Context: an optimization exercise on an open-source flow, tuned for small area, a short achievable clock period and few clock cycles. The choices shown serve that exercise and are no tape-out recipe. At most, simulation tests tie the RTL to the original design; equivalence was not proved. The RTL of run 1 was laid out without a check of its function. Power and IR drop assume default switching activity.

## flow/design.v (module list and top-level ports; edited modules follow where they fit)
// module alu: 39 lines
// module bcu: 29 lines
// module bpu: 196 lines
// module distri_ram: 20 lines
// module uncond_BHT: 110 lines
// module csr_file: 548 lines
// module decode: 377 lines
// module execute: 383 lines
// module fetch: 110 lines
// module forwarding_unit: 71 lines
// module memory_access: 445 lines
// module tlb: 168 lines
// module ptw: 194 lines
// module mmu_arb: 134 lines
// module mmu: 324 lines
// module muldiv: 138 lines
// module pipeline_control: 43 lines
// module program_counter: 87 lines
// module regfile: 32 lines
// module writeback: 70 lines
// module core_top: 735 lines
module core_top #(
    parameter ADDR_WIDTH        = 32,
    parameter DATA_WIDTH        = 32,
    parameter HART_ID           = 0,
    parameter COND_ENTRY_NUM    = 8,
    parameter COND_DATA_WIDTH   = 32,
    parameter UNCOND_ENTRY_NUM  = 8,
    parameter UNCOND_DATA_WIDTH = 32
)
(
    input                       clk_i,
    input                       rst_i,
    input                       stall_i,
    input  [ADDR_WIDTH-1 : 0]   init_pc_addr_i,
    input  [DATA_WIDTH-1 : 0]   instruction_i,
    input                       instruction_ready_i,
    output [ADDR_WIDTH-1 : 0]   instruction_addr_o,
    output                      instruction_req_o,
    input  [DATA_WIDTH-1 : 0]   data_read_i,
    input                       data_ready_i,
    output [DATA_WIDTH-1 : 0]   data_write_o,
    output [ADDR_WIDTH-1 : 0]   data_addr_o,
    output                      data_rw_o,       
    output [DATA_WIDTH/8-1 : 0] data_byte_enable_o,
    output                      data_req_o,
    input                       ext_irq_i,
    input                       tmr_irq_i,
    input                       sft_irq_i
);
  // ...
==> flow/flow/run.sh <==
#!/bin/bash
# Standard ORFS layout (the standard.sh, unchanged synthesis) with timing
# repair asked to aim for more setup slack than the 20 ns constraint needs.
# make's full output goes to flow.log in this folder.
set -euo pipefail
bash standard.sh SETUP_SLACK_MARGIN=15 TNS_END_PERCENT=10 finish > flow.log 2>&1
==> flow/standard.sh <==
#!/bin/bash
# synth_recipe.tcl (not shown) runs the flow's synth.tcl, then flattens the netlist and writes it again
# the make line also repeats each setting of config.mk as NAME=value (left out here)
make -C /OpenROAD-flow-scripts/flow DESIGN_CONFIG=/design/flow/config.mk WORK_HOME=/design/flow/orfs CLKGATE_MAP_FILE= SYNTH_SCRIPT=/design/flow/synth_recipe.tcl "${@:-finish}"
==> flow/config.mk <==
export PLATFORM = sky130hd
export DESIGN_NAME = core_top
export DESIGN_NICKNAME = core_top
export VERILOG_FILES = /design/flow/design.v
export SDC_FILE = /design/flow/constraint.sdc
export NUM_CORES = 8
export LEC_CHECK = 0
export CAP_MARGIN = 20
export CORE_MARGIN = 2
export CORE_UTILIZATION = 40
export SLEW_MARGIN = 20
==> flow/constraint.sdc <==
create_clock -name core_clock -period 20.0 [get_ports {clk_i}]
set_input_delay 4.0000 -clock core_clock [delete_from_list [all_inputs] [get_ports {clk_i}]]
set_output_delay 4.0000 -clock core_clock [all_outputs]
set_load 0.01 [all_outputs]
==> flow_summary.yaml, run 1 <==
yosys:
  synth_top_area_share_pct: 32.9
  yosysTopAreaCell: "edfxtp_1"
  synth-seq-cells: 4131
  synth_ff_type: "edfxtp_1"
  yosysMostFrequentCell: "nand2_1"
job:
  maxCapViolCount: 0
finish:
  nonClkBufAreaFrac_pct: 6.60
  seqCellArea_sq_mm: 0.107
  most-common-layout-cells: "nand2_1, edfxtp_1, dfxtp_1"
  largest_class: "multi-input gates"
  drive_above_1_share_pct: 16.1
  design.seq.count: 4131
  fill_cells: 51300
  multi_input_area_sq_mm: 0.114
pwr:
  power.switching_w: 0.00978
  powerSeq_w: 0.0101
  comb_power_w: 0.00832
  p_per_area_mw_per_mm2: 102
  power.internal_w: 0.0175
drt:
  drt-met1-wl_um: 394000
  wl_met2_um: 460000
clock_tree:
  cts_root_buffer: "clkbuf_16"
  post_cts_buffers: 531
  cts.sinks: 4131
  clk_path_buf_depth: 4
critical_path:
  crit_type: "flip-flop to flip-flop"
  crit_top_cell: "buf_12"
  cp-end-kind: "flip-flop"
  critPathMaxFanout: 7
  r2r_start: "Execute.MulDiv.X[4]"
timing:
  finalClockSkew_ns: 0.109
  fin_ws_ns: 12.83
  fin_hold_ws_ns: 0.402
placement:
  dp.cells: 29100
  pre_cts_ws_ns: 10.96
grt:
  grt_use_met3_pct: 13.9
  grt_pass1_wl_um: 1520000
  use_met2_pct: 54.3
  grt_overflow: 0
outcome:
  status: "no timing/DRC/antenna violations"
hold_path:
  hold_path.class: "flip-flop to flip-flop"
  min_delay_path_depth: 0
die:
  chipWidth_um: 752
==> module bpu, before the edit <==
module bpu #( parameter ENTRY_NUM = 24, ADDR_WIDTH = 5, DATA_WIDTH = 32 )
(
    input                       clk_i,
    input                       rst_i,
    input                       stall_i,
    input  [DATA_WIDTH - 1 : 0] pc_IF_i,
    input                       is_cond_branch_i,
    input  [DATA_WIDTH - 1 : 0] pc_EXE_i,
    input                       branch_taken_i,
    input  [DATA_WIDTH-1 : 0]   branch_target_addr_i,
    input                       cond_branch_misprediction_i,
    output                      cond_branch_hit_o,
    output                      cond_branch_result_o,
    output [DATA_WIDTH-1 : 0]   cond_branch_target_addr_o
);
wire we;
wire [DATA_WIDTH - 1 : 0] data_out;
wire [ENTRY_NUM - 1  : 0] addr_hit_IF, addr_hit_EXE;
reg  [ADDR_WIDTH - 1 : 0] read_addr, update_addr;
reg  [ADDR_WIDTH - 1 : 0] write_addr;
reg  [DATA_WIDTH - 1 : 0] cond_branch_pc_table[ENTRY_NUM - 1 : 0];
reg  [1: 0]               prediction_table[ENTRY_NUM - 1 : 0];
assign we = ~stall_i & is_cond_branch_i & ~|addr_hit_EXE;  
genvar i;
generate
    for (i = 0; i < ENTRY_NUM; i = i + 1)
    begin
        assign addr_hit_IF[i] = (cond_branch_pc_table[i] == pc_IF_i);
        assign addr_hit_EXE[i] = (cond_branch_pc_table[i] == pc_EXE_i);
    end
endgenerate
always @(posedge clk_i)
begin
    if (rst_i)
    begin
        write_addr <= 0;
    end
    else if (stall_i)
    begin
        write_addr <= write_addr;
    end
    else if (we)
    begin
        write_addr <= (write_addr == (ENTRY_NUM - 1)) ? 0 : write_addr + 1;
    end
end
always @( * )
begin
    case (addr_hit_IF)
        32'h0000_0002: read_addr <= 1 ;
        32'h0000_0004: read_addr <= 2 ;
        32'h0000_0008: read_addr <= 3 ;
        32'h0000_0010: read_addr <= 4 ;
        32'h0000_0020: read_addr <= 5 ;
        32'h0000_0040: read_addr <= 6 ;
        32'h0000_0080: read_addr <= 7 ;
        32'h0000_0100: read_addr <= 8 ;
        32'h0000_0200: read_addr <= 9 ;
        32'h0000_0400: read_addr <= 10;
        32'h0000_0800: read_addr <= 11;
        32'h0000_1000: read_addr <= 12;
        32'h0000_2000: read_addr <= 13;
        32'h0000_4000: read_addr <= 14;
        32'h0000_8000: read_addr <= 15;
        32'h0001_0000: read_addr <= 16;
        32'h0002_0000: read_addr <= 17;
        32'h0004_0000: read_addr <= 18;
        32'h0008_0000: read_addr <= 19;
        32'h0010_0000: read_addr <= 20;
        32'h0020_0000: read_addr <= 21;
        32'h0040_0000: read_addr <= 22;
        32'h0080_0000: read_addr <= 23;
        32'h0100_0000: read_addr <= 24;
        32'h0200_0000: read_addr <= 25;
        32'h0400_0000: read_addr <= 26;
        32'h0800_0000: read_addr <= 27;
        32'h1000_0000: read_addr <= 28;
        32'h2000_0000: read_addr <= 29;
        32'h4000_0000: read_addr <= 30;
        32'h8000_0000: read_addr <= 31;
        default:       read_addr <= 0;   
    endcase
end
always @( * )
begin
    case (addr_hit_EXE)
        32'h0000_0002: update_addr <= 1 ;
        32'h0000_0004: update_addr <= 2 ;
        32'h0000_0008: update_addr <= 3 ;
        32'h0000_0010: update_addr <= 4 ;
        32'h0000_0020: update_addr <= 5 ;
        32'h0000_0040: update_addr <= 6 ;
        32'h0000_0080: update_addr <= 7 ;
        32'h0000_0100: update_addr <= 8 ;
        32'h0000_0200: update_addr <= 9 ;
        32'h0000_0400: update_addr <= 10;
        32'h0000_0800: update_addr <= 11;
        32'h0000_1000: update_addr <= 12;
        32'h0000_2000: update_addr <= 13;
        32'h0000_4000: update_addr <= 14;
        32'h0000_8000: update_addr <= 15;
        32'h0001_0000: update_addr <= 16;
        32'h0002_0000: update_addr <= 17;
        32'h0004_0000: update_addr <= 18;
        32'h0008_0000: update_addr <= 19;
        32'h0010_0000: update_addr <= 20;
        32'h0020_0000: update_addr <= 21;
        32'h0040_0000: update_addr <= 22;
        32'h0080_0000: update_addr <= 23;
        32'h0100_0000: update_addr <= 24;
        32'h0200_0000: update_addr <= 25;
        32'h0400_0000: update_addr <= 26;
        32'h0800_0000: update_addr <= 27;
        32'h1000_0000: update_addr <= 28;
        32'h2000_0000: update_addr <= 29;
        32'h4000_0000: update_addr <= 30;
        32'h8000_0000: update_addr <= 31;
        default:       update_addr <= 0;   
    endcase
end
integer idx;
always @(posedge clk_i)
begin
    if (rst_i)
    begin
        for (idx = 0; idx < ENTRY_NUM; idx = idx + 1)
            cond_branch_pc_table[idx] <= 0;
    end
    else if (stall_i)
    begin
        for (idx = 0; idx < ENTRY_NUM; idx = idx + 1)
            cond_branch_pc_table[idx] <= cond_branch_pc_table[idx];
    end
    else if (we)
    begin
        cond_branch_pc_table[write_addr] <= pc_EXE_i;
    end
end
always @(posedge clk_i)
begin
    if (rst_i)
    begin
        for (idx = 0; idx < ENTRY_NUM; idx = idx + 1)
            prediction_table[idx] <= 2'b0;
    end
    else if (stall_i)
    begin
        for (idx = 0; idx < ENTRY_NUM; idx = idx + 1)
            prediction_table[idx] <= prediction_table[idx];
    end
    else
    begin
        if (we)
        begin
            prediction_table[write_addr] <= {branch_taken_i, branch_taken_i};
        end
        else if (cond_branch_misprediction_i)
        begin
            case (prediction_table[update_addr])
                2'b00:   
                    if (branch_taken_i)
                        prediction_table[update_addr] <= 2'b01;
                    else
                        prediction_table[update_addr] <= 2'b00;
                2'b01:   
                    if (branch_taken_i)
                        prediction_table[update_addr] <= 2'b11;
                    else
                        prediction_table[update_addr] <= 2'b00;
                2'b10:   
                    if (branch_taken_i)
                        prediction_table[update_addr] <= 2'b11;
                    else
                        prediction_table[update_addr] <= 2'b00;
                2'b11:   
                    if (branch_taken_i)
                        prediction_table[update_addr] <= 2'b11;
                    else
                        prediction_table[update_addr] <= 2'b10;
            endcase
        end
    end
end
distri_ram #(.ENTRY_NUM(ENTRY_NUM), .ADDR_WIDTH(ADDR_WIDTH), .DATA_WIDTH(DATA_WIDTH))
           BPU_distri_ram_0(
               .clk_i(clk_i),
               .we_i(we),
               .write_addr_i(write_addr),
               .read_addr_i(read_addr),
               .branch_target_addr_i(branch_target_addr_i),
               .data_o(data_out)
           );
assign cond_branch_hit_o = ( | addr_hit_IF) & ( | pc_IF_i);
assign cond_branch_result_o = ( | prediction_table[read_addr][1]);
assign cond_branch_target_addr_o = {32{( | addr_hit_IF)}} & data_out;
endmodule    
==> module uncond_BHT, before the edit <==
module uncond_BHT #( parameter ENTRY_NUM = 24, ADDR_WIDTH = 5, DATA_WIDTH = 32 )
(
    input                     clk_i,
    input                     rst_i,
    input                     stall_i,
    input  [DATA_WIDTH-1 : 0] pc_IF_i,
    input                     is_uncond_branch_i,
    input  [DATA_WIDTH-1 : 0] pc_EXE_i,
    input  [DATA_WIDTH-1 : 0] branch_target_addr_i,
    output                    uncond_branch_hit_o,
    output [DATA_WIDTH-1 : 0] uncond_branch_target_addr_o
);
reg  [DATA_WIDTH-1 : 0] uncond_branch_pc_table[ENTRY_NUM - 1: 0];
wire                    we;
wire [DATA_WIDTH-1 : 0] data_o;
wire [ENTRY_NUM-1  : 0] addr_hit_IF;
wire [ENTRY_NUM-1  : 0] addr_hit_EXE;
reg  [ADDR_WIDTH-1 : 0] read_addr;
reg  [ADDR_WIDTH-1 : 0] write_addr;
assign we = is_uncond_branch_i & ~|addr_hit_EXE;
genvar i;
generate
    for (i = 0; i < ENTRY_NUM; i = i + 1)
    begin
        assign addr_hit_IF[i] = (uncond_branch_pc_table[i] == pc_IF_i);
        assign addr_hit_EXE[i] = (uncond_branch_pc_table[i] == pc_EXE_i);
    end
endgenerate
always @( * )
begin
    case (addr_hit_IF)
        32'h0000_0002: read_addr <= 1 ;
        32'h0000_0004: read_addr <= 2 ;
        32'h0000_0008: read_addr <= 3 ;
        32'h0000_0010: read_addr <= 4 ;
        32'h0000_0020: read_addr <= 5 ;
        32'h0000_0040: read_addr <= 6 ;
        32'h0000_0080: read_addr <= 7 ;
        32'h0000_0100: read_addr <= 8 ;
        32'h0000_0200: read_addr <= 9 ;
        32'h0000_0400: read_addr <= 10;
        32'h0000_0800: read_addr <= 11;
        32'h0000_1000: read_addr <= 12;
        32'h0000_2000: read_addr <= 13;
        32'h0000_4000: read_addr <= 14;
        32'h0000_8000: read_addr <= 15;
        32'h0001_0000: read_addr <= 16;
        32'h0002_0000: read_addr <= 17;
        32'h0004_0000: read_addr <= 18;
        32'h0008_0000: read_addr <= 19;
        32'h0010_0000: read_addr <= 20;
        32'h0020_0000: read_addr <= 21;
        32'h0040_0000: read_addr <= 22;
        32'h0080_0000: read_addr <= 23;
        32'h0100_0000: read_addr <= 24;
        32'h0200_0000: read_addr <= 25;
        32'h0400_0000: read_addr <= 26;
        32'h0800_0000: read_addr <= 27;
        32'h1000_0000: read_addr <= 28;
        32'h2000_0000: read_addr <= 29;
        32'h4000_0000: read_addr <= 30;
        32'h8000_0000: read_addr <= 31;
        default:       read_addr <= 0;   
    endcase
end
always @(posedge clk_i)
begin
    if (rst_i)
    begin
        write_addr <= 0;
    end
    else if (stall_i)
    begin
        write_addr <= write_addr;
    end
    else if (we)
    begin
        write_addr <= (write_addr == (ENTRY_NUM - 1)) ? 0 : write_addr + 1;
    end
end
integer idx;
always @(posedge clk_i)
begin
    if (rst_i)
    begin
        for (idx = 0; idx < ENTRY_NUM; idx = idx + 1)
            uncond_branch_pc_table[idx] <= 0;
    end
    else if (stall_i)
    begin
        for (idx = 0; idx < ENTRY_NUM; idx = idx + 1)
            uncond_branch_pc_table[idx] <= uncond_branch_pc_table[idx];
    end
    else if (we)
    begin
        uncond_branch_pc_table[write_addr] <= pc_EXE_i;
    end
end
distri_ram #(.ENTRY_NUM(ENTRY_NUM), .ADDR_WIDTH(ADDR_WIDTH), .DATA_WIDTH(DATA_WIDTH))
uncond_BHT_distri_ram_0(
    .clk_i(clk_i),
    .we_i(we),
    .write_addr_i(write_addr),
    .read_addr_i(read_addr),
    .branch_target_addr_i(branch_target_addr_i),
    .data_o(data_o)
);
assign uncond_branch_hit_o = ( | addr_hit_IF) & ( | pc_IF_i);
assign uncond_branch_target_addr_o = {32{( | addr_hit_IF)}} & data_o;
endmodule  
==> module decode, before the edit <==
module decode #(parameter DATA_WIDTH = 32)
(
    input                     clk_i,
    input                     rst_i,
    input                     stall_i,
    input                     flush_i,
    input [DATA_WIDTH-1 : 0]  pc_i,
    input                     pc_vld_i,
    input [DATA_WIDTH-1 : 0]  instruction_i,
    input                     instr_valid_i,
    input                     cond_branch_hit_ID_i,
    input                     cond_branch_result_ID_i,
    input                     uncond_branch_hit_ID_i,
    input  [DATA_WIDTH-1 : 0] rs1_data_i,
    input  [DATA_WIDTH-1 : 0] rs2_data_i,
    output [4: 0]             rs1_addr_o,
    output [4: 0]             rs2_addr_o,
    output                    illegal_instr_o,
    output reg [DATA_WIDTH-1 : 0] pc_o,
    output reg [DATA_WIDTH-1 : 0] imm_o,
    output reg [1: 0]             inputA_sel_o,
    output reg [1: 0]             inputB_sel_o,
    output reg [2: 0]             operation_sel_o,
    output reg                    mem_load_ext_sel_o,
    output reg                    alu_muldiv_sel_o,
    output reg                    shift_sel_o,
    output reg                    is_branch_o,
    output reg                    is_jal_o,
    output reg                    is_jalr_o,
    output reg                    cond_branch_hit_EXE_o,
    output reg                    cond_branch_result_EXE_o,
    output reg                    uncond_branch_hit_EXE_o,
    output reg                    is_csr_instr_o,
    output reg [4: 0]             csr_imm_o,
    output reg                    instr_pc_valid_o,
    output wire [11: 0]            csr_addr_o,
    input  wire [DATA_WIDTH-1 : 0] csr_data_i,
    output reg                    regfile_we_o,
    output reg [2: 0]             regfile_input_sel_o,
    output reg                    mem_we_o,
    output reg                    mem_re_o,
    output reg [1: 0]             mem_input_sel_o,
    output reg [4: 0]             rd_addr_o,
    output reg [4: 0]             rs1_addr2fwd_o,
    output reg [4: 0]             rs2_addr2fwd_o,
    output reg [DATA_WIDTH-1 : 0] rs1_data2fwd_o,
    output reg [DATA_WIDTH-1 : 0] rs2_data2fwd_o,
    output reg [11 :0]            csr_addr2fwd_o,
    output reg [DATA_WIDTH-1 : 0] csr_data2fwd_o,
    input  wire                    tvm_i,
    input  wire [ 1: 0]            privilege_lvl_i,
    output reg                     sys_jump_o,
    output reg  [ 1: 0]            sys_jump_csr_addr_o,
    output reg                     sfence_o,
    output reg                     sfence_type_o, 
    input  wire                    exp_vld_i,
    input  wire [ 3: 0]            exp_cause_i,
    input  wire [31: 0]            exp_tval_i,
    output reg                     exp_vld_o,
    output reg  [ 3: 0]            exp_cause_o,
    output reg  [31: 0]            exp_tval_o,
    input  wire [ 4: 0]            ex_mem_rd_i,
    input  wire [11: 0]            ex_mem_csr_addr_i,
    output reg                     fwd_m1_rs1_o,
    output reg                     fwd_m1_rs2_o,
    output reg                     fwd_m2_rs1_o,
    output reg                     fwd_m2_rs2_o,
    output reg                     fwd_m1_csr_o,
    output reg                     fwd_m2_csr_o
);
wire [DATA_WIDTH-1 : 0] imm;
wire [4: 0]             rd_addr;
wire                    mem_we;
wire                    mem_re;
wire                    regfile_we;
reg  [1: 0]             inputA_sel;
reg  [1: 0]             inputB_sel;
reg  [2: 0]             regfile_input_sel;
wire [2: 0]             operation_sel;
wire [1: 0]             mem_input_sel;
wire                    mem_load_ext_sel;  
wire                    alu_muldiv_sel;    
wire                    shift_sel;         
wire                    is_branch;
wire                    is_jal;
wire                    is_jalr;
wire                    is_csr_instr;
wire [4: 0]             csr_imm;
wire [DATA_WIDTH-1 : 0] rv32_instr = instruction_i;
wire [ 6 : 0]           opcode = rv32_instr[6: 0];
wire [ 4 : 0]           rv32_shamt = rv32_instr[24: 20];
wire [ 2 : 0]           rv32_funct3 = rv32_instr[14: 12];
wire [ 6 : 0]           rv32_funct7 = rv32_instr[DATA_WIDTH-1 : 25];
wire [DATA_WIDTH-1 : 0] immI, immS, immB, immU, immJ;
assign immI = { {21{rv32_instr[31]}}, rv32_instr[30: 25],
                 rv32_instr[24: 21], rv32_instr[20] };
assign immS = { {21{rv32_instr[31]}}, rv32_instr[30: 25], rv32_instr[11: 7] };
assign immB = { {20{rv32_instr[31]}}, rv32_instr[7],
                 rv32_instr[30: 25], rv32_instr[11: 8], 1'b0 };
assign immU = { rv32_instr[31: 12], 12'b0 };
assign immJ = { {12{rv32_instr[31]}}, rv32_instr[19: 12],
                rv32_instr[20], rv32_instr[30: 25], rv32_instr[24: 21], 1'b0 };
wire opcode_1_0_11 = (opcode[1: 0] == 2'b11);  
wire opcode_4_2_000 = (opcode[4: 2] == 3'b000);
wire opcode_4_2_001 = (opcode[4: 2] == 3'b001);
wire opcode_4_2_010 = (opcode[4: 2] == 3'b010);
wire opcode_4_2_011 = (opcode[4: 2] == 3'b011);
wire opcode_4_2_100 = (opcode[4: 2] == 3'b100);
wire opcode_4_2_101 = (opcode[4: 2] == 3'b101);
wire opcode_4_2_110 = (opcode[4: 2] == 3'b110);
wire opcode_4_2_111 = (opcode[4: 2] == 3'b111);
wire opcode_6_5_00 = (opcode[6: 5] == 2'b00);
wire opcode_6_5_01 = (opcode[6: 5] == 2'b01);
wire opcode_6_5_10 = (opcode[6: 5] == 2'b10);
wire opcode_6_5_11 = (opcode[6: 5] == 2'b11);
wire rv32_funct3_000 = (rv32_funct3 == 3'b000);
wire rv32_funct3_001 = (rv32_funct3 == 3'b001);
wire rv32_funct3_010 = (rv32_funct3 == 3'b010);
wire rv32_funct3_011 = (rv32_funct3 == 3'b011);
wire rv32_funct3_100 = (rv32_funct3 == 3'b100);
wire rv32_funct3_101 = (rv32_funct3 == 3'b101);
wire rv32_funct3_110 = (rv32_funct3 == 3'b110);
wire rv32_funct3_111 = (rv32_funct3 == 3'b111);
wire rv32_funct7_0000000 = (rv32_funct7 == 7'b0000000);
wire rv32_funct7_0100000 = (rv32_funct7 == 7'b0100000);
wire rv32_funct7_0000001 = (rv32_funct7 == 7'b0000001);
wire rv32_funct7_0000101 = (rv32_funct7 == 7'b0000101);
wire rv32_funct7_0001001 = (rv32_funct7 == 7'b0001001);
wire rv32_funct7_0001101 = (rv32_funct7 == 7'b0001101);
wire rv32_funct7_0010101 = (rv32_funct7 == 7'b0010101);
wire rv32_funct7_0100001 = (rv32_funct7 == 7'b0100001);
wire rv32_funct7_0010001 = (rv32_funct7 == 7'b0010001);
wire rv32_funct7_0101101 = (rv32_funct7 == 7'b0101101);
wire rv32_funct7_1111111 = (rv32_funct7 == 7'b1111111);
wire rv32_funct7_0000100 = (rv32_funct7 == 7'b0000100);
wire rv32_funct7_0001000 = (rv32_funct7 == 7'b0001000);
wire rv32_funct7_0001100 = (rv32_funct7 == 7'b0001100);
wire rv32_funct7_0101100 = (rv32_funct7 == 7'b0101100);
wire rv32_funct7_0010000 = (rv32_funct7 == 7'b0010000);
wire rv32_funct7_0010100 = (rv32_funct7 == 7'b0010100);
wire rv32_funct7_1100000 = (rv32_funct7 == 7'b1100000);
wire rv32_funct7_1110000 = (rv32_funct7 == 7'b1110000);
wire rv32_funct7_1010000 = (rv32_funct7 == 7'b1010000);
wire rv32_funct7_1101000 = (rv32_funct7 == 7'b1101000);
wire rv32_funct7_1111000 = (rv32_funct7 == 7'b1111000);
wire rv32_funct7_1010001 = (rv32_funct7 == 7'b1010001);
wire rv32_funct7_1110001 = (rv32_funct7 == 7'b1110001);
wire rv32_funct7_1100001 = (rv32_funct7 == 7'b1100001);
wire rv32_funct7_1101001 = (rv32_funct7 == 7'b1101001);
wire rv32_op = opcode_6_5_01 & opcode_4_2_100;       
wire rv32_op_imm = opcode_6_5_00 & opcode_4_2_100;   
wire rv32_jal = opcode_6_5_11 & opcode_4_2_011;      
wire rv32_jalr = opcode_6_5_11 & opcode_4_2_001;     
wire rv32_load = opcode_6_5_00 & opcode_4_2_000 & opcode_1_0_11;     
wire rv32_store = opcode_6_5_01 & opcode_4_2_000 & opcode_1_0_11;    
wire rv32_branch = opcode_6_5_11 & opcode_4_2_000;   
wire rv32_lui = opcode_6_5_01 & opcode_4_2_101;      
wire rv32_auipc = opcode_6_5_00 & opcode_4_2_101;    
wire rv32_miscmem = opcode_6_5_00 & opcode_4_2_011;  
wire rv32_system = opcode_6_5_11 & opcode_4_2_100;   
wire rv32_amo = opcode_6_5_01 & opcode_4_2_011;      
wire rv32m = rv32_op & rv32_funct7_0000001;   
wire rv32_imm_seli = rv32_op_imm | rv32_jalr | rv32_load;
wire rv32_imm_sels = rv32_store;
wire rv32_imm_selb = rv32_branch;
wire rv32_imm_selu = rv32_lui | rv32_auipc;
wire rv32_imm_selj = rv32_jal;
wire rv32_sub = rv32_op & rv32_funct3_000 & rv32_funct7_0100000;
wire rv32_beq = rv32_branch & rv32_funct3_000;
wire rv32_bne = rv32_branch & rv32_funct3_001;
wire rv32_blt = rv32_branch & rv32_funct3_100;
wire rv32_bgt = rv32_branch & rv32_funct3_101;
wire rv32_bltu = rv32_branch & rv32_funct3_110;
wire rv32_bgtu = rv32_branch & rv32_funct3_111;
wire rv32_fence = rv32_miscmem & rv32_funct3_000;
wire rv32_fence_i = rv32_miscmem & rv32_funct3_001;
wire rv32_csrrw = rv32_system & rv32_funct3_001;
wire rv32_csrrs = rv32_system & rv32_funct3_010;
wire rv32_csrrc = rv32_system & rv32_funct3_011;
wire rv32_csrrwi = rv32_system & rv32_funct3_101;
wire rv32_csrrsi = rv32_system & rv32_funct3_110;
wire rv32_csrrci = rv32_system & rv32_funct3_111;
wire rv32_csr = rv32_system & (~rv32_funct3_000);
wire rv32_sys_op = rv32_system & rv32_funct3_000;
wire rv32_ecall = rv32_sys_op & (rv32_instr[31: 20] == 12'b0000_0000_0000);
wire rv32_ebreak = rv32_sys_op & (rv32_instr[31: 20] == 12'b0000_0000_0001);
wire rv32_mret = rv32_sys_op & (rv32_instr[31: 20] == 12'b0011_0000_0010);
wire rv32_sret = rv32_sys_op & (rv32_instr[31: 20] == 12'b0001_0000_0010);
wire rv32_lb = rv32_load & rv32_funct3_000;
wire rv32_lh = rv32_load & rv32_funct3_001;
wire rv32_lw = rv32_load & rv32_funct3_010;
wire rv32_lbu = rv32_load & rv32_funct3_100;
wire rv32_lhu = rv32_load & rv32_funct3_101;
wire rv32_sb = rv32_store & rv32_funct3_000;
wire rv32_sh = rv32_store & rv32_funct3_001;
wire rv32_sw = rv32_store & rv32_funct3_010;
wire rv32_sfence_vma = rv32_funct7_0001001 && rv32_funct3_000 && opcode_6_5_11 && opcode_4_2_100 && opcode_1_0_11;
wire rv32_sfence_type = (rs1_addr_o != 0);
wire         exp_vld   = rv32_ecall;
wire [ 3: 0] exp_cause = (privilege_lvl_i == 2'b11)?'d11:
                         (privilege_lvl_i == 2'b01)?'d9 :'d8;
wire [31: 0] exp_tval  = 0;
assign imm =
       ({32{rv32_imm_seli}} & immI)
       | ({32{rv32_imm_sels}} & immS)
       | ({32{rv32_imm_selb}} & immB)
       | ({32{rv32_imm_selu}} & immU)
       | ({32{rv32_imm_selj}} & immJ)
       ;
assign regfile_we = rv32_lui | rv32_auipc | rv32_load | rv32_op_imm |
                    rv32_op | rv32_csr | rv32_amo | rv32_jal | rv32_jalr;
assign mem_re = rv32_load | rv32_amo;  
assign mem_we = rv32_store;
assign is_jal = rv32_jal;
assign is_jalr = rv32_jalr;
assign is_branch = rv32_branch;
assign rd_addr = rv32_instr[11: 7];
assign rs1_addr_o = rv32_instr[19: 15];
assign rs2_addr_o = rv32_instr[24: 20];
assign csr_addr_o = rv32_instr[31: 20];
assign mem_input_sel = rv32_funct3[1: 0];          
assign mem_load_ext_sel = rv32_funct3[2];          
assign alu_muldiv_sel = rv32m;                     
assign operation_sel = (rv32_lui | rv32_auipc) ?   
       3'b000 : rv32_funct3;                       
assign shift_sel = rv32_funct7_0100000;            
assign is_csr_instr = rv32_csr;
assign csr_imm = rv32_instr[19: 15];
always @(*)
begin
    if (rv32_auipc | rv32_jal | rv32_branch)
        inputA_sel = 1;  
    else if (rv32_lui | rv32_store)
        inputA_sel = 0;  
    else
        inputA_sel = 2;  
end
always @(*)
begin
    if (rv32_sub)
        inputB_sel = 2;  
    else if (rv32_store | rv32_op | rv32_amo)
        inputB_sel = 1;  
    else
        inputB_sel = 0;  
end
always @(*)
begin
    if (rv32_lb | rv32_lbu)
        regfile_input_sel = 0;  
    else if (rv32_lh | rv32_lhu)
        regfile_input_sel = 1;  
    else if (rv32_lw)
        regfile_input_sel = 2;  
    else if (is_jal | is_jalr)
        regfile_input_sel = 3;  
    else if (rv32_csr)
        regfile_input_sel = 5;  
    else
        regfile_input_sel = 4;  
end
wire         sys_jump          = rv32_mret | rv32_sret;  
wire [ 1: 0] sys_jump_csr_addr = ( {2{rv32_mret}} & 2'b11) |
                                 ( {2{rv32_sret}} & 2'b01) ;
assign illegal_instr_o =      
       rv32_fence
       | rv32_fence_i
       | rv32_ebreak;
wire fwd_m1_rs1 = (rs1_addr_o == rd_addr_o) & (|rd_addr_o);
wire fwd_m1_rs2 = (rs2_addr_o == rd_addr_o) & (|rd_addr_o);
wire fwd_m2_rs1 = (rs1_addr_o == ex_mem_rd_i) & (|ex_mem_rd_i);
wire fwd_m2_rs2 = (rs2_addr_o == ex_mem_rd_i) & (|ex_mem_rd_i);
wire fwd_m1_csr = (csr_addr_o == csr_addr2fwd_o);
wire fwd_m2_csr = (csr_addr_o == ex_mem_csr_addr_i);
always @(posedge clk_i)
begin
    if (rst_i)
    begin
        pc_o <= 0;
        rs1_data2fwd_o <= 0;
        rs2_data2fwd_o <= 0;
        imm_o <= 0;
        inputA_sel_o <= 2;
        inputB_sel_o <= 0;
        operation_sel_o <= 0;
        mem_load_ext_sel_o  <= 0;
        mem_input_sel_o <= 0;
        shift_sel_o <= 0;
        csr_imm_o <= 0;
        exp_cause_o <= 0;
        exp_tval_o <= 0;
        csr_data2fwd_o <= 0;
    end
    else if (!stall_i)
    begin
        pc_o <= pc_i;
        rs1_data2fwd_o <= rs1_data_i;
        rs2_data2fwd_o <= rs2_data_i;
        imm_o <= imm;
        inputA_sel_o <= inputA_sel;
        inputB_sel_o <= inputB_sel;
        operation_sel_o <= operation_sel;
        mem_load_ext_sel_o <= mem_load_ext_sel;
        mem_input_sel_o <= mem_input_sel;
        shift_sel_o <= shift_sel;
        csr_imm_o <= csr_imm;
        exp_cause_o <= exp_vld ? exp_cause : exp_cause_i;
        exp_tval_o <= exp_vld ? exp_tval : exp_tval_i;
        csr_data2fwd_o <= csr_data_i;
    end
end
always @(posedge clk_i)
begin
    if (rst_i || (!stall_i && (flush_i || exp_vld)))
    begin  
        alu_muldiv_sel_o <= 0;
        is_branch_o <= 0;
        is_jal_o <= 0;
        is_jalr_o <= 0;
        regfile_we_o <= 1;
        regfile_input_sel_o <= 4;
        mem_we_o <= 0;
        mem_re_o <= 0;
        rd_addr_o <= 0;
        rs1_addr2fwd_o <= 0;
        rs2_addr2fwd_o <= 0;
        is_csr_instr_o <= 0;
        instr_pc_valid_o <= !rst_i && !flush_i;
        cond_branch_hit_EXE_o <= 0;
        cond_branch_result_EXE_o <= 0;
        uncond_branch_hit_EXE_o <= 0;
        sfence_o <= 0;
        sfence_type_o <= 0;
        sys_jump_o <= 0;
        sys_jump_csr_addr_o <= 0;
        exp_vld_o   <= !rst_i && !flush_i;
        csr_addr2fwd_o <= 0;
        fwd_m1_rs1_o <= 0;
        fwd_m1_rs2_o <= 0;
        fwd_m2_rs1_o <= 0;
        fwd_m2_rs2_o <= 0;
        fwd_m1_csr_o <= 0;
        fwd_m2_csr_o <= 0;
    end
    else if (!stall_i)
    begin
        alu_muldiv_sel_o <= alu_muldiv_sel;
        is_branch_o <= is_branch;
        is_jal_o <= is_jal;
        is_jalr_o <= is_jalr;
        regfile_we_o <= regfile_we;
        regfile_input_sel_o <= regfile_input_sel;
        mem_we_o <= mem_we;
        mem_re_o <= mem_re;
        rd_addr_o <= rd_addr;
        rs1_addr2fwd_o <= rs1_addr_o;
        rs2_addr2fwd_o <= rs2_addr_o;
        is_csr_instr_o <= is_csr_instr;
        instr_pc_valid_o <= pc_vld_i;
        cond_branch_hit_EXE_o <= cond_branch_hit_ID_i;
        cond_branch_result_EXE_o <= cond_branch_result_ID_i;
        uncond_branch_hit_EXE_o <= uncond_branch_hit_ID_i;
        sfence_o <= rv32_sfence_vma;
        sfence_type_o <= rv32_sfence_type;
        sys_jump_o <= sys_jump;
        sys_jump_csr_addr_o <= sys_jump_csr_addr;
        exp_vld_o   <= exp_vld_i;
        csr_addr2fwd_o <= csr_addr_o;
        fwd_m1_rs1_o <= fwd_m1_rs1;
        fwd_m1_rs2_o <= fwd_m1_rs2;
        fwd_m2_rs1_o <= fwd_m2_rs1;
        fwd_m2_rs2_o <= fwd_m2_rs2;
        fwd_m1_csr_o <= fwd_m1_csr;
        fwd_m2_csr_o <= fwd_m2_csr;
    end
end
endmodule    
==> module muldiv, before the edit <==
module muldiv#(parameter DATA_WIDTH = 32)
(
    input                         clk_i,
    input                         rst_i,
    input                         stall_i,
    input  [DATA_WIDTH-1 : 0]     a_i,
    input  [DATA_WIDTH-1 : 0]     b_i,
    input                         req_i,
    input  [ 2 : 0]               operation_sel_i,
    output reg [DATA_WIDTH-1 : 0] muldiv_result_o,
    output reg                    ready_o
);
localparam S_IDLE  = 2'b00,
           S_CALC  = 2'b01,
           S_SETUP = 2'b10,
           S_DONE  = 2'b11;
reg [1 : 0] S;
wire op_div    = operation_sel_i[2];
wire signed_a  = (operation_sel_i == 3'b001) | (operation_sel_i == 3'b010) |
                 (operation_sel_i == 3'b100) | (operation_sel_i == 3'b110);
wire signed_b  = (operation_sel_i == 3'b001) |
                 (operation_sel_i == 3'b100) | (operation_sel_i == 3'b110);
wire neg_a     = a_i[31] & signed_a;
wire neg_b     = b_i[31] & signed_b;
wire a_zero    = (a_i == 32'b0);
wire b_zero    = (b_i == 32'b0);
wire [31:0] abs_a = neg_a ? (~a_i + 32'd1) : a_i;
wire [31:0] abs_b = neg_b ? (~b_i + 32'd1) : b_i;
reg  [2:0]  op_r;
reg         neg_a_r, neg_b_r;
reg  [32:0] X;
reg  [31:0] Y;
reg  [32:0] Z;
reg  [3:0]  cnt;               
wire [39:0] pp   = Z[31:0] * Y[7:0];
wire [39:0] msum = {8'b0, X[31:0]} + pp;
function [5:0] clz32;
    input [31:0] v;
    integer k;
    begin
        clz32 = 6'd32;
        for (k = 0; k < 32; k = k + 1)
            if (v[k]) clz32 = 6'd31 - k;
    end
endfunction
wire [5:0]  clz_a   = clz32(X[31:0]);
wire [5:0]  clz_b   = clz32(Z[31:0]);
wire        a_lt_b  = (X[31:0] < Z[31:0]);
wire [4:0]  sh      = clz_b[4:0] - clz_a[4:0];    
wire [4:0]  sh_even = sh | 5'd1;
wire [32:0] d_init  = {1'b0, Z[31:0]} << (sh + {4'b0, ~sh[0]});
wire [33:0] t1   = {1'b0, X} - {1'b0, Z};
wire        q1   = ~t1[33];
wire [32:0] r1   = q1 ? t1[32:0] : X;
wire [32:0] d1   = {1'b0, Z[32:1]};
wire [33:0] t2   = {1'b0, r1} - {1'b0, d1};
wire        q2   = ~t2[33];
wire [32:0] r2   = q2 ? t2[32:0] : r1;
always @(posedge clk_i)
begin
    if (rst_i)
        S <= S_IDLE;
    else
        S <= S_nxt;
end
always @(posedge clk_i)
begin
    case (S)
        S_IDLE:
            if (req_i) begin
                op_r    <= operation_sel_i;
                neg_a_r <= neg_a & ~b_zero;
                neg_b_r <= neg_b & ~b_zero;
                cnt     <= 4'd3;
                if (a_zero | b_zero) begin
                    X <= {1'b0, (b_zero & op_div) ? a_i : 32'b0};
                    Y <= (b_zero & op_div) ? 32'hFFFF_FFFF : 32'b0;
                end else if (op_div) begin
                    X <= {1'b0, abs_a};
                    Y <= 32'b0;
                    Z <= {1'b0, abs_b};
                end else begin
                    X <= 33'b0;
                    Y <= abs_b;
                    Z <= {1'b0, abs_a};
                end
            end
        S_SETUP: begin
            Z   <= d_init;
            cnt <= sh_even[4:1];
        end
        S_CALC: begin
            cnt <= cnt - 4'd1;
            if (op_r[2]) begin
                X <= r2;
                Z <= {2'b0, Z[32:2]};
                Y <= {Y[29:0], q1, q2};
            end else begin
                X <= {1'b0, msum[39:8]};
                Y <= {msum[7:0], Y[31:8]};
            end
        end
        default: ;
    endcase
end
wire        y_zero = (Y == 32'b0);
wire [31:0] x_neg  = ~X[31:0] + {31'b0, (op_r[2] | y_zero)};
wire [31:0] y_neg  = ~Y + 32'd1;
wire        neg_ab = neg_a_r ^ neg_b_r;
always @(*)
begin
    case (op_r)
        3'b000:         muldiv_result_o = Y;
        3'b001, 3'b010,
        3'b011:         muldiv_result_o = neg_ab ? x_neg : X[31:0];
        3'b100, 3'b101: muldiv_result_o = neg_ab ? y_neg : Y;
        default:        muldiv_result_o = neg_a_r ? x_neg : X[31:0];
    endcase
end
reg [1:0] S_nxt;
always @(*)
begin
    S_nxt = S;
    case (S)
        S_IDLE:  if (req_i) S_nxt = (a_zero | b_zero) ? S_DONE : (op_div ? S_SETUP : S_CALC);
        S_SETUP: S_nxt = a_lt_b ? S_DONE : S_CALC;
        S_CALC:  if (cnt == 4'd0) S_nxt = S_DONE;
        S_DONE:  if (!stall_i) S_nxt = S_IDLE;
    endcase
end
always @(posedge clk_i)
begin
    if (rst_i)
        ready_o <= 0;
    else
        ready_o <= (S == S_DONE) | (S_nxt == S_DONE);
end
endmodule    
==> run 2, diff against run 1 <==
--- a/flow/design.v
+++ b/flow/design.v
@@ -80,4 +80,5 @@
     input                       branch_taken_i,
     input  [DATA_WIDTH-1 : 0]   branch_target_addr_i,
+    input  [DATA_WIDTH-1 : 0]   imm_EXE_i,
     input                       cond_branch_misprediction_i,
     output                      cond_branch_hit_o,
@@ -86,9 +87,8 @@
 );
 wire we;
-wire [DATA_WIDTH - 1 : 0] data_out;
 wire [ENTRY_NUM - 1  : 0] addr_hit_IF, addr_hit_EXE;
 reg  [ADDR_WIDTH - 1 : 0] read_addr, update_addr;
 reg  [ADDR_WIDTH - 1 : 0] write_addr;
-reg  [DATA_WIDTH - 1 : 0] cond_branch_pc_table[ENTRY_NUM - 1 : 0];
+reg  [15 : 0] cond_branch_pc_table[ENTRY_NUM - 1 : 0];
 reg  [1: 0]               prediction_table[ENTRY_NUM - 1 : 0];
 assign we = ~stall_i & is_cond_branch_i & ~|addr_hit_EXE;  
@@ -97,6 +97,6 @@
     for (i = 0; i < ENTRY_NUM; i = i + 1)
     begin
-        assign addr_hit_IF[i] = (cond_branch_pc_table[i] == pc_IF_i);
-        assign addr_hit_EXE[i] = (cond_branch_pc_table[i] == pc_EXE_i);
+        assign addr_hit_IF[i] = (cond_branch_pc_table[i] == pc_IF_i[15:0]);
+        assign addr_hit_EXE[i] = (cond_branch_pc_table[i] == pc_EXE_i[15:0]);
     end
 endgenerate
@@ -205,5 +205,5 @@
     else if (we)
     begin
-        cond_branch_pc_table[write_addr] <= pc_EXE_i;
+        cond_branch_pc_table[write_addr] <= pc_EXE_i[15:0];
     end
 end
@@ -253,16 +253,35 @@
     end
 end
-distri_ram #(.ENTRY_NUM(ENTRY_NUM), .ADDR_WIDTH(ADDR_WIDTH), .DATA_WIDTH(DATA_WIDTH))
-           BPU_distri_ram_0(
-               .clk_i(clk_i),
-               .we_i(we),
-               .write_addr_i(write_addr),
-               .read_addr_i(read_addr),
-               .branch_target_addr_i(branch_target_addr_i),
-               .data_o(data_out)
-           );
+reg  [11:0] offset_table [0 : ENTRY_NUM - 1];
+always @(posedge clk_i)
+begin
+    if (we)
+        offset_table[write_addr] <= imm_EXE_i[12:1];
+end
+reg  [11:0] data_out;
+integer oi;
+always @(*)
+begin
+    data_out = 12'b0;
+    for (oi = 0; oi < ENTRY_NUM; oi = oi + 1)
+        if (addr_hit_IF[oi])
+            data_out = data_out | offset_table[oi];
+end
+wire [13:0]  tgt_lo = {1'b0, pc_IF_i[12:0]} + {1'b0, data_out, 1'b0};
+wire [18:0] pc_hi  = pc_IF_i[31:13];
+wire          off_neg = data_out[11];
+wire [18:0] tgt_hi = (tgt_lo[13] & ~off_neg) ? pc_hi + 1'b1 :
+                       (~tgt_lo[13] & off_neg) ? pc_hi - 1'b1 : pc_hi;
 assign cond_branch_hit_o = ( | addr_hit_IF) & ( | pc_IF_i);
-assign cond_branch_result_o = ( | prediction_table[read_addr][1]);
-assign cond_branch_target_addr_o = {32{( | addr_hit_IF)}} & data_out;
+reg pred_sel;
+always @(*)
+begin
+    pred_sel = 1'b0;
+    for (oi = 0; oi < ENTRY_NUM; oi = oi + 1)
+        if (addr_hit_IF[oi])
+            pred_sel = pred_sel | prediction_table[oi][1];
+end
+assign cond_branch_result_o = pred_sel;
+assign cond_branch_target_addr_o = {32{( | addr_hit_IF)}} & {tgt_hi, tgt_lo[12:0]};
 endmodule    
 `timescale 1ns / 1ps
@@ -297,10 +316,10 @@
     input  [DATA_WIDTH-1 : 0] pc_EXE_i,
     input  [DATA_WIDTH-1 : 0] branch_target_addr_i,
+    input  [DATA_WIDTH-1 : 0] imm_EXE_i,
     output                    uncond_branch_hit_o,
     output [DATA_WIDTH-1 : 0] uncond_branch_target_addr_o
 );
-reg  [DATA_WIDTH-1 : 0] uncond_branch_pc_table[ENTRY_NUM - 1: 0];
+reg  [15 : 0] uncond_branch_pc_table[ENTRY_NUM - 1: 0];
 wire                    we;
-wire [DATA_WIDTH-1 : 0] data_o;
 wire [ENTRY_NUM-1  : 0] addr_hit_IF;
 wire [ENTRY_NUM-1  : 0] addr_hit_EXE;
@@ -312,6 +331,6 @@
     for (i = 0; i < ENTRY_NUM; i = i + 1)
     begin
-        assign addr_hit_IF[i] = (uncond_branch_pc_table[i] == pc_IF_i);
-        assign addr_hit_EXE[i] = (uncond_branch_pc_table[i] == pc_EXE_i);
+        assign addr_hit_IF[i] = (uncond_branch_pc_table[i] == pc_IF_i[15:0]);
+        assign addr_hit_EXE[i] = (uncond_branch_pc_table[i] == pc_EXE_i[15:0]);
     end
 endgenerate
@@ -383,18 +402,29 @@
     else if (we)
     begin
-        uncond_branch_pc_table[write_addr] <= pc_EXE_i;
+        uncond_branch_pc_table[write_addr] <= pc_EXE_i[15:0];
     end
 end
-distri_ram #(.ENTRY_NUM(ENTRY_NUM), .ADDR_WIDTH(ADDR_WIDTH), .DATA_WIDTH(DATA_WIDTH))
-uncond_BHT_distri_ram_0(
-    .clk_i(clk_i),
-    .we_i(we),
-    .write_addr_i(write_addr),
-    .read_addr_i(read_addr),
-    .branch_target_addr_i(branch_target_addr_i),
-    .data_o(data_o)
-);
+reg  [19:0] offset_table [0 : ENTRY_NUM - 1];
+always @(posedge clk_i)
+begin
+    if (we)
+        offset_table[write_addr] <= imm_EXE_i[20:1];
+end
+reg  [19:0] data_o;
+integer oi;
+always @(*)
+begin
+    data_o = 20'b0;
+    for (oi = 0; oi < ENTRY_NUM; oi = oi + 1)
+        if (addr_hit_IF[oi])
+            data_o = data_o | offset_table[oi];
+end
+wire [21:0]  tgt_lo = {1'b0, pc_IF_i[20:0]} + {1'b0, data_o, 1'b0};
+wire [10:0] pc_hi  = pc_IF_i[31:21];
+wire          off_neg = data_o[19];
+wire [10:0] tgt_hi = (tgt_lo[21] & ~off_neg) ? pc_hi + 1'b1 :
+                       (~tgt_lo[21] & off_neg) ? pc_hi - 1'b1 : pc_hi;
 assign uncond_branch_hit_o = ( | addr_hit_IF) & ( | pc_IF_i);
-assign uncond_branch_target_addr_o = {32{( | addr_hit_IF)}} & data_o;
+assign uncond_branch_target_addr_o = {32{( | addr_hit_IF)}} & {tgt_hi, tgt_lo[20:0]};
 endmodule  
 `timescale 1ns / 1ps 
@@ -1016,5 +1046,6 @@
     output reg                     fwd_m2_rs2_o,
     output reg                     fwd_m1_csr_o,
-    output reg                     fwd_m2_csr_o
+    output reg                     fwd_m2_csr_o,
+    output wire                    is_csr_id_o
 );
 wire [DATA_WIDTH-1 : 0] imm;
@@ -1175,4 +1206,5 @@
 assign shift_sel = rv32_funct7_0100000;            
 assign is_csr_instr = rv32_csr;
+assign is_csr_id_o = rv32_csr;
 assign csr_imm = rv32_instr[19: 15];
 always @(*)
@@ -1333,4 +1365,5 @@
     input  wire [DATA_WIDTH-1 : 0] pc_i,
     input  wire                    stall_i,
+    input  wire                    operand_wait_i,
     input  wire [DATA_WIDTH-1 : 0] imm_i,
     input  wire [ 1: 0]            inputA_sel_i,
@@ -1423,5 +1456,5 @@
 wire [2: 0] alu_operation = (is_branch_i | is_jal_i | is_jalr_i)? 3'b000 : operation_sel_i;
 wire [2: 0] muldiv_operation = operation_sel_i;
-wire muldiv_req = alu_muldiv_sel_i & !muldiv_ready;
+wire muldiv_req = alu_muldiv_sel_i & !muldiv_ready & !operand_wait_i;
 wire [2: 0] branch_operation = operation_sel_i;
 alu ALU(
@@ -1900,4 +1933,8 @@
     input  wire                    flush_i,
     output wire                     stall_for_data_fetch_o,
+    input  wire                     blocking_i,
+    input  wire                     fwd_m2_any_i,
+    output wire [DATA_WIDTH-1 : 0]  wb_rd_data_o,
+    output wire                     operand_wait_o,
     input  wire [DATA_WIDTH-1 : 0]  unaligned_data_i,        
     input  wire [31: 0]             mem_addr_i,
@@ -1987,4 +2024,8 @@
 reg [31: 0]             buffer_exp_tval;
 reg [DATA_WIDTH-1 : 0]  buffer_data;
+reg                     busy_r;        
+reg                     issued_r;      
+reg                     ans_r;         
+reg                     ld_pending_r;  
 reg [2: 0]             regfile_input_sel_r;
 reg                    regfile_we_r;
@@ -2017,5 +2058,5 @@
     case (dS)
         d_IDLE:
-            if ((exe_re_i || exe_we_i) && !memory_alignment_exception && !flush_i && !req_done)
+            if (blocking_i && (exe_re_i || exe_we_i) && !memory_alignment_exception && !flush_i && !req_done)
                 dS_nxt = d_WAIT;
             else
@@ -2038,4 +2079,8 @@
         buffer_data      <= 'd0;
     end
+    else if(!blocking_i && issued_r && d_rtrn_vld_i)
+    begin
+        buffer_data      <= d_rtrn_data_i;
+    end
     else if(dS == d_WAIT && (d_rtrn_vld_i || exp_from_mmu_vld_i) && stall_i && !stall_for_data_fetch_o)
     begin
@@ -2154,5 +2199,5 @@
         exp_isinterrupt = 1'b0;
         exp_cause       = exp_cause_i;
-        exp_tval        = exp_tval_i;
+        exp_tval        = instruction_pc_i;    
     end
 end
@@ -2163,5 +2208,60 @@
     memory_alignment_exception = st_misalign_i;
 end
-wire [DATA_WIDTH-1 : 0] load_raw = (req_done)?buffer_data:d_rtrn_data_i;
+wire memop_b     = !blocking_i && (exe_re_i || exe_we_i) && !memory_alignment_exception && !flush_i;
+wire issue_b     = memop_b && !busy_r && !issued_r;
+wire stall_mem_b = memop_b && !issued_r && busy_r;
+wire stall_wb_b  = ld_pending_r && !d_rtrn_vld_i;
+wire stall_fwd_b = ld_pending_r && regfile_we_r && fwd_m2_any_i;
+wire have_data_b = ans_r || (issued_r && d_rtrn_vld_i);
+wire [DATA_WIDTH-1 : 0] raw_b = ans_r ? buffer_data : d_rtrn_data_i;
+wire needs_data  = (regfile_input_sel_i == 3'd0) || (regfile_input_sel_i == 3'd1) || (regfile_input_sel_i == 3'd2);
+always @(posedge clk_i)
+begin
+    if (rst_i)
+        busy_r <= 1'b0;
+    else if (issue_b)
+        busy_r <= 1'b1;
+    else if (d_rtrn_vld_i)
+        busy_r <= 1'b0;
+end
+always @(posedge clk_i)
+begin
+    if (rst_i || !stall_i)
+        issued_r <= 1'b0;
+    else if (issue_b)
+        issued_r <= 1'b1;
+end
+always @(posedge clk_i)
+begin
+    if (rst_i || !stall_i)
+        ans_r <= 1'b0;
+    else if (issued_r && d_rtrn_vld_i)
+        ans_r <= 1'b1;
+end
+function [DATA_WIDTH-1 : 0] load_align;
+    input [DATA_WIDTH-1 : 0] raw;
+    input [1 : 0]            ofs;
+    input [2 : 0]            sel;
+    input                    uns;
+    reg   [DATA_WIDTH-1 : 0] al;
+    begin
+        case (ofs)
+            2'b00:   al = raw;
+            2'b01:   al = {raw[7: 0], raw[31: 8]};
+            2'b10:   al = {raw[15: 0], raw[31: 16]};
+            default: al = {raw[23: 0], raw[31: 24]};
+        endcase
+        case (sel)
+            3'b000:  load_align = uns ? {24'b0, al[7 : 0]} : {{24{al[7]}}, al[7 : 0]};
+            3'b001:  load_align = uns ? {16'b0, al[15 : 0]} : {{16{al[15]}}, al[15 : 0]};
+            default: load_align = al;
+        endcase
+    end
+endfunction
+wire [DATA_WIDTH-1 : 0] wb_load_data = load_align(d_rtrn_data_i, mem_addr_alignment_r,
+                                                  regfile_input_sel_r, mem_load_ext_sel_r);
+assign wb_rd_data_o = ld_pending_r ? wb_load_data : p_data_r;
+assign operand_wait_o = stall_fwd_b;
+wire [DATA_WIDTH-1 : 0] load_raw = blocking_i ? ((req_done)?buffer_data:d_rtrn_data_i) : raw_b;
 reg  [DATA_WIDTH-1 : 0] load_aligned, wb_data;
 always @(*)
@@ -2217,5 +2317,5 @@
         mem_load_ext_sel_r   <= mem_load_ext_sel_r;
         mem_addr_alignment_r <= mem_addr_alignment_r;
-        p_data_r             <= p_data_r;
+        p_data_r             <= (ld_pending_r && d_rtrn_vld_i) ? wb_load_data : p_data_r;
         csr_we_r             <= csr_we_r;
         csr_we_addr_r        <= csr_we_addr_r;
@@ -2295,4 +2395,13 @@
     end
 end
+always @(posedge clk_i)
+begin
+    if (rst_i)
+        ld_pending_r <= 1'b0;
+    else if (stall_i)
+        ld_pending_r <= ld_pending_r && !d_rtrn_vld_i;
+    else
+        ld_pending_r <= memop_b && needs_data && !have_data_b && !exp_vld;
+end
 always@(posedge clk_i)
 begin
@@ -2308,10 +2417,11 @@
     end
 end
-assign req_vld_o              = (dS == d_IDLE) && ((exe_re_i || exe_we_i) && !memory_alignment_exception && !flush_i && !req_done);      
+assign req_vld_o              = blocking_i ? ((dS == d_IDLE) && ((exe_re_i || exe_we_i) && !memory_alignment_exception && !flush_i && !req_done))
+                                           : issue_b;
 assign req_vaddr_o            = mem_addr_i;
 assign req_rw_o               = exe_we_i;
 assign data_o                 = data;
 assign byte_write_sel_o       = byte_write_sel;
-assign stall_for_data_fetch_o = (dS_nxt == d_WAIT);
+assign stall_for_data_fetch_o = blocking_i ? (dS_nxt == d_WAIT) : (stall_mem_b | stall_wb_b | stall_fwd_b);
 assign regfile_input_sel_o  = regfile_input_sel_r;
 assign regfile_we_o         = regfile_we_r;
@@ -3129,7 +3239,7 @@
         arb_req_byte_enable_q <= arb_req_byte_enable;
     end
-    assign d_req_vld_o         = enable_i ? arb_req_vld_q         : d_req_vld_i;
+    assign d_req_vld_o         = (enable_i ? arb_req_vld_q : d_req_vld_i) & !rst_i;
     assign d_req_paddr_o       = enable_i ? arb_req_paddr_q       : d_req_vaddr_i;
-    assign d_req_data_o        = enable_i ? arb_req_data_q        : d_req_data_i;
+    assign d_req_data_o        = d_req_data_i;
     assign d_req_rw_o          = enable_i ? arb_req_rw_q          : d_req_rw_i;
     assign d_req_byte_enable_o = enable_i ? arb_req_byte_enable_q : d_req_byte_enable_i;
@@ -3214,11 +3324,13 @@
 wire [4:0]  sh_even = sh | 5'd1;
 wire [32:0] d_init  = {1'b0, Z[31:0]} << (sh + {4'b0, ~sh[0]});
-wire [33:0] t1   = {1'b0, X} - {1'b0, Z};
-wire        q1   = ~t1[33];
-wire [32:0] r1   = q1 ? t1[32:0] : X;
-wire [32:0] d1   = {1'b0, Z[32:1]};
-wire [33:0] t2   = {1'b0, r1} - {1'b0, d1};
-wire        q2   = ~t2[33];
-wire [32:0] r2   = q2 ? t2[32:0] : r1;
+reg  [33:0] T;
+wire [34:0] t_d  = {2'b0, X} - {2'b0, Z};
+wire [34:0] t_t  = {2'b0, X} - {1'b0, T};
+wire [34:0] t_h  = {2'b0, X} - {3'b0, Z[32:1]};
+wire        q1   = ~t_d[34];
+wire        q2   = q1 ? ~t_t[34] : ~t_h[34];
+wire [32:0] r2   = q1 ? (q2 ? t_t[32:0] : t_d[32:0]) : (q2 ? t_h[32:0] : X);
+wire [33:0] ub3    = {2'b0, Z[31:0]} + {1'b0, Z[31:0], 1'b0};
+wire [33:0] t_init = ub3 << (sh + {4'b0, ~sh[0]} - 5'd1);
 always @(posedge clk_i)
 begin
@@ -3252,4 +3364,5 @@
         S_SETUP: begin
             Z   <= d_init;
+            T   <= t_init;
             cnt <= sh_even[4:1];
         end
@@ -3259,4 +3372,5 @@
                 X <= r2;
                 Z <= {2'b0, Z[32:2]};
+                T <= {2'b0, T[33:2]};
                 Y <= {Y[29:0], q1, q2};
             end else begin
@@ -3298,5 +3412,5 @@
         ready_o <= 0;
     else
-        ready_o <= (S == S_DONE) | (S_nxt == S_DONE);
+        ready_o <= (S == S_DONE) | (S_nxt == S_DONE) | (ready_o & stall_i & (S == S_IDLE));
 end
 endmodule    
@@ -3719,4 +3833,19 @@
 reg[ 1: 0] iS, iS_nxt, dS, dS_nxt;
 wire stall_pipeline, stall_for_instr_fetch, stall_for_data_fetch;
+wire stall_for_data_mem;
+wire [DATA_WIDTH-1 : 0] wb_rd_data;
+wire operand_wait;
+wire dec_is_csr;
+reg  csr_stall_done_r;
+wire stall_csr = dec_is_csr & csr_we_mem_wb2csr & (exe_re | exe_we) & !exe_st_misalign
+                 & !csr_stall_done_r;
+assign stall_for_data_fetch = stall_for_data_mem | stall_csr;
+always @(posedge clk_i)
+begin
+    if (rst_q || !(stall_for_instr_fetch | stall_for_data_fetch | stall_from_exe))
+        csr_stall_done_r <= 1'b0;
+    else if (stall_csr)
+        csr_stall_done_r <= 1'b1;
+end
 assign stall_for_instr_fetch = (iS_nxt == i_WAIT) || (iS == i_IDLE);
  always @(posedge clk_i)
@@ -3789,5 +3918,5 @@
     .regfile_we_MEM_WB_i(rd_we2wb),
     .rd_addr_MEM_WB_i(rd_addr2wb),
-    .rd_data_MEM_WB_i(rd_data2wb),
+    .rd_data_MEM_WB_i(p_data_mem2wb),
     .csr_addr_MEM_WB_i(csr_we_addr_mem_wb2csr),
     .csr_we_MEM_WB_i(csr_we_mem_wb2csr),
@@ -3817,4 +3946,5 @@
     .branch_taken_i(exe_branch_taken),
     .branch_target_addr_i(exe_branch_target_addr),
+    .imm_EXE_i(dec_imm2exe),
     .cond_branch_misprediction_i(cond_branch_misprediction),
     .cond_branch_hit_o(cond_branch_hit_IF),
@@ -3835,4 +3965,5 @@
     .pc_EXE_i(dec_pc2exe),
     .branch_target_addr_i(exe_branch_target_addr),
+    .imm_EXE_i(dec_imm2exe),
     .uncond_branch_hit_o(uncond_branch_hit_IF),
     .uncond_branch_target_addr_o(uncond_branch_target_addr)
@@ -3965,5 +4096,6 @@
     .fwd_m2_rs2_o(fwd_m2_rs2),
     .fwd_m1_csr_o(fwd_m1_csr),
-    .fwd_m2_csr_o(fwd_m2_csr)
+    .fwd_m2_csr_o(fwd_m2_csr),
+    .is_csr_id_o(dec_is_csr)
 );
 execute Execute(
@@ -3973,4 +4105,5 @@
     .pc_i(dec_pc2exe),
     .stall_i(stall_for_instr_fetch | stall_for_data_fetch | stall_from_exe),
+    .operand_wait_i(operand_wait),
     .imm_i(dec_imm2exe),
     .inputA_sel_i(dec_inA_sel2exe),
@@ -4064,5 +4197,9 @@
     .stall_i(stall_for_instr_fetch | stall_for_data_fetch | stall_from_exe),
     .flush_i(flush2mem_wb || irq_taken),
-    .stall_for_data_fetch_o(stall_for_data_fetch),
+    .stall_for_data_fetch_o(stall_for_data_mem),
+    .blocking_i(mmu_en_r),
+    .fwd_m2_any_i(fwd_m2_rs1 | fwd_m2_rs2),
+    .wb_rd_data_o(wb_rd_data),
+    .operand_wait_o(operand_wait),
     .unaligned_data_i(exe_rs2_data2mem),       
     .mem_addr_i(exe_addr2mem),
@@ -4169,5 +4306,5 @@
     .mem_load_ext_sel_i(mem_load_ext_sel_mem2wb),
     .mem_addr_alignment_i(mem_addr_alignment_mem2wb),
-    .p_data_i(p_data_mem2wb),
+    .p_data_i(wb_rd_data),
     .csr_we_i(csr_we_mem2wb),
     .csr_we_addr_i(csr_we_addr_mem2wb),
==> flow/flow/run.sh (replaced) <==
#!/bin/bash
# Standard ORFS layout (the standard.sh, unchanged synthesis) with timing
# repair asked to aim for more setup slack than the 20 ns constraint needs,
# without removing buffers (which can leave max-slew violations), and larger
# clock-tree sink clusters.  make's full output goes to flow.log.
set -euo pipefail
bash standard.sh SETUP_SLACK_MARGIN=15 TNS_END_PERCENT=10 SKIP_BUFFER_REMOVAL=1 CAP_MARGIN=30 SLEW_MARGIN=30 CTS_CLUSTER_SIZE=30 CTS_CLUSTER_DIAMETER=60 finish > flow.log 2>&1
==> run 2 against run 1 <==
The layout now fails its checks (antenna violations). Fmax increased by 7.9%. Critical endpoint is now instruction_req_o. Critical path type is now flip-flop to primary output. Clock power decreased by 19%. Largest cell class unchanged. Design area decreased by 9.2%. Worst hold slack improved by 0.010 ns. Via count decreased by 3.0%. Routed wire length decreased by 3.2%. Sequential share of layout area decreased by 3.1 points. Final cell count decreased by 5.8%. Total power increased by 37%. Sequential cell count decreased by 627. Utilization increased by 0.086 points. Non-clock buffer count decreased by 69.
==> flow_summary.yaml, run 2 <==
outcome:
  status: "finished with violations"
  so_faults: "antenna violations"
clock_tree:
  cts_tree: "built"
  cts-htree-levels: 5
  cts.sinks: 3504
  holdBufCountCts: 0
  clk_latency_ns: 1.09
  clkTransAtPathRegs_ns: 0.09
  cts_buffers: 335
  clk_path_buf_depth: 4
  cts_root_buffer: "clkbuf_16"
drt:
  drc: 0
  via_per_inst: 6.88
  vias: 199000
  wl_um: 1100000
  ant_nets: 1
  drtIter0Drc: 36300
  drt_pre_antenna_iters: 13
  wl_per_cell_um: 37.9
finish:
  regMostFlops: "Register_File.rf"
  area_growth_pct: 19.2
  final_nets: 22700
  drive_above_1_share_pct: 15.8
  seqCellArea_sq_mm: 0.0900
  most-common-layout-cells: "nand2_1, edfxtp_1, a21oi_1"
  fill_cells: 47000
  multi_input_area_sq_mm: 0.111
  largest_reg_flops: 992
  fin_area_sq_mm: 0.242
  final_common_cell: "nand2_1"
  top_regs: "Register_File.rf: 992 flops, JAL_BHT.offset_table: 160 flops"
timing:
  slew_viol_final: 0
  max_freq_mhz: 150
  min_period_over_period_pct: 33.2
  worst_slew_pin_slew_ns: 1.27
  setup_viol: 0
  hold_violations: 0
  timing.final.crit_period_ns: 6.65
  fin_ws_ns: 13.35
  fin_hold_ws_ns: 0.412
  tns_ns: 0
  rsz0062_at_grt: "yes"
  relSlewSlack_pct: 14.9
  finalClockSkew_ns: 0.120
yosys:
  synth_nets: 22500
  synthMuxAreaShare_pct: 4.73
  synth.top_cells.by_area: "edfxtp_1, dfxtp_1, nand2_1"
  ys_seq_area_share_pct: 44.4
  yosysUniqueCellTypes: 119
  synth_compound_area_share_pct: 20.6
  syn-instance-count: 21600
  synth_top_family_by_area: "compound AO/OA/AOI/OAI gates"
  synthSimpleGateAreaFrac_pct: 15.9
  syn_avg_cell_area_sq_um: 9.37
  synth_top_area_share_pct: 29.3
  async_flop_share_pct: 0
  synth_area_sq_mm: 0.203
  synth_xor_area_share_pct: 4.77
  synth_warnings: 62
  yosysTopAreaCell: "edfxtp_1"
  synth-seq-cells: 3504
  synth_edf_count: 1975
  synth_common_cells: "nand2_1, edfxtp_1, a21oi_1"
  yosysMostFrequentCell: "nand2_1"
  synth_fa_ha_area_share_pct: 5.18
  synth_ff_type: "edfxtp_1"
critical_path:
  crit_type: "flip-flop to primary output"
  startpoint_type: "flip-flop"
  arrival_ns: 2.65
  cp.required_ns: 16.00
  cp-end-kind: "primary output"
  critPathMaxFanout: 3
pwr:
  p_per_area_mw_per_mm2: 155
  power.leakage_nw: 87.4
  ir_drop_mv: 0.318
placement:
  hpwl_um: 717000
  pre_cts_ws_ns: 11.26
  placed_area_sq_mm: 0.214
  port_buffers: 204
  gp_congestion: 1.04
die:
  rows: 261
  dieArea_sq_mm: 0.512
  core_region_area_sq_mm: 0.505
  ios: 207
  initial_core_util_pct: 40.2
  dieHeight_um: 716
  chipWidth_um: 716
grt:
  gr-usage-all-layers_pct: 40.9
  antenna_found_initial: 121
  grt_overflow: 0
  grt_pass1_vias: 179000
  grt_pass1_wl_um: 1470000
  grt_max_degree: 201
hold_path:
  hold_path.class: "flip-flop to flip-flop"
job:
  maxCapViolCount: 0
[run 2: cell types whose count changed after synthesis, moves of 105 or more]
cell      change
a211oi_1    +153
a22o_1      -128
a22oi_1     +137
and2_1      -251
dfxtp_1     -149
edfxtp_1    -478
ha_1        +110
mux2i_1     -124
nor2_1      +179
nor3_1      +105
xor2_1      -498
[run 2: cell families after synthesis]
group / count (synthesis)
AND/OR/NAND/NOR: 6911
AO/OA/AOI/OAI: 6167
flip-flops: 3504
buffers and inverters: 2332
XOR/XNOR: 1105
multiplexers: 915
adder cells (fa/ha/maj): 706
[run 2: layer usage]
layer	global-route usage [%]	up-vias	part of all wire [%]
met3	17.5	4526	16
li1	-	80600	-
met1	51.3	96700	36
met5	0.179	-	0.069
met2	55.8	17300	39
met4	29.1	88	9.3
[run 2: path summary, 6_finish.rpt]
check	endpoint	start	cells after the start	slack (ns)
min	MMU.dtlb.content_r[0][7]	MMU.Ptw.rtrn_data_r[7]	0	0.41
max	instruction_req_o	CSR.privilege_lvl_r[0]	8	13.35
max reg2reg	Execute.MulDiv.X[24]	Execute.MulDiv.X[23]	21	13.41
min reg2reg	MMU.dtlb.content_r[0][7]	MMU.Ptw.rtrn_data_r[7]	0	0.41
[run 2: timing repair]
action	CTS	global route
gates resized for setup	1646	215
pin swaps	312	29
endpoints found under the setup margin	2936	2897
buffers inserted	513	50
hold endpoints to repair	0	0
cloned	101	32
[run 2: cell type report]
type | count | share of cell area [%]
multi-input cells | 15800 | 46.1
diodes | 78 | 0.0808
inverters | 601 | 0.990
flip-flops and latches | 3504 | 37.3
repair buffers | 1617 | 7.16
clock buffers | 362 | 3.61
clock inverters | 263 | 1.36
well taps | 6706 | 3.47
repair inverters | 2 | 0.00621
[run 2: power breakdown]
group | internal, W | switching [W]
registers | 0.00859 | 0.000830
clock network | 0.00360 | 0.00354
logic | 0.00740 | 0.0134
[run 2: critical path, stage by stage (launching register included)]
cell and delay, ns:
dfxtp_4 0.40, xor2_1 0.18, o22ai_1 0.16, a22oi_1 0.09
buf_4 0.17, a21oi_4 0.21, o21ai_2 0.09, buf_6 0.15
buf_6 0.12
[run 2: per-stage QoR]
stage	cells	total power [W]	utilization, %
5_1_grt	28900	0.0386	47.8
3_5_place_dp	27600	0.0270	42.4
3_3_place_gp	27500	0.0269	42.4
2_1_floorplan	21600	0.0204	-
6_report	29000	0.0374	47.9
4_1_cts	28800	0.0361	47.5
Testbench counts of run 2, summed over its fixed seeds: cycles 48,105.

what the ideal ports hide:
The flow's constraints put no driver on any port. The routed layouts listed below were extracted and timed again, unchanged, in two steps. Step 1 assumes that a clkbuf_16 drives the clock port and a buf_2 every other input. Step 2 times the ports against the registers' clock, not the clock port: input delays grow and output delays shrink by t, the midpoint of the rising clock arrivals with the driver on. Slacks: ideal / step 1 / step 2; pairs: ideal / step 1.
run | t (ns) | setup WS [ns] | worst setup path after step 2 | worst register clock-pin slew, ns | cell pins on the clock port's net
run 1 | 1.221 | 12.830 / 12.830 / 12.727 | input to register | 0.07 / 0.07 | 1
run 2 | 1.144 | 13.354 / 13.231 / 12.353 | input to register | 0.11 / 0.11 | 1
For run 2, which loses most, drivers alone change the setup slack by -0.123 ns; drivers and shift together by -1.001 ns.
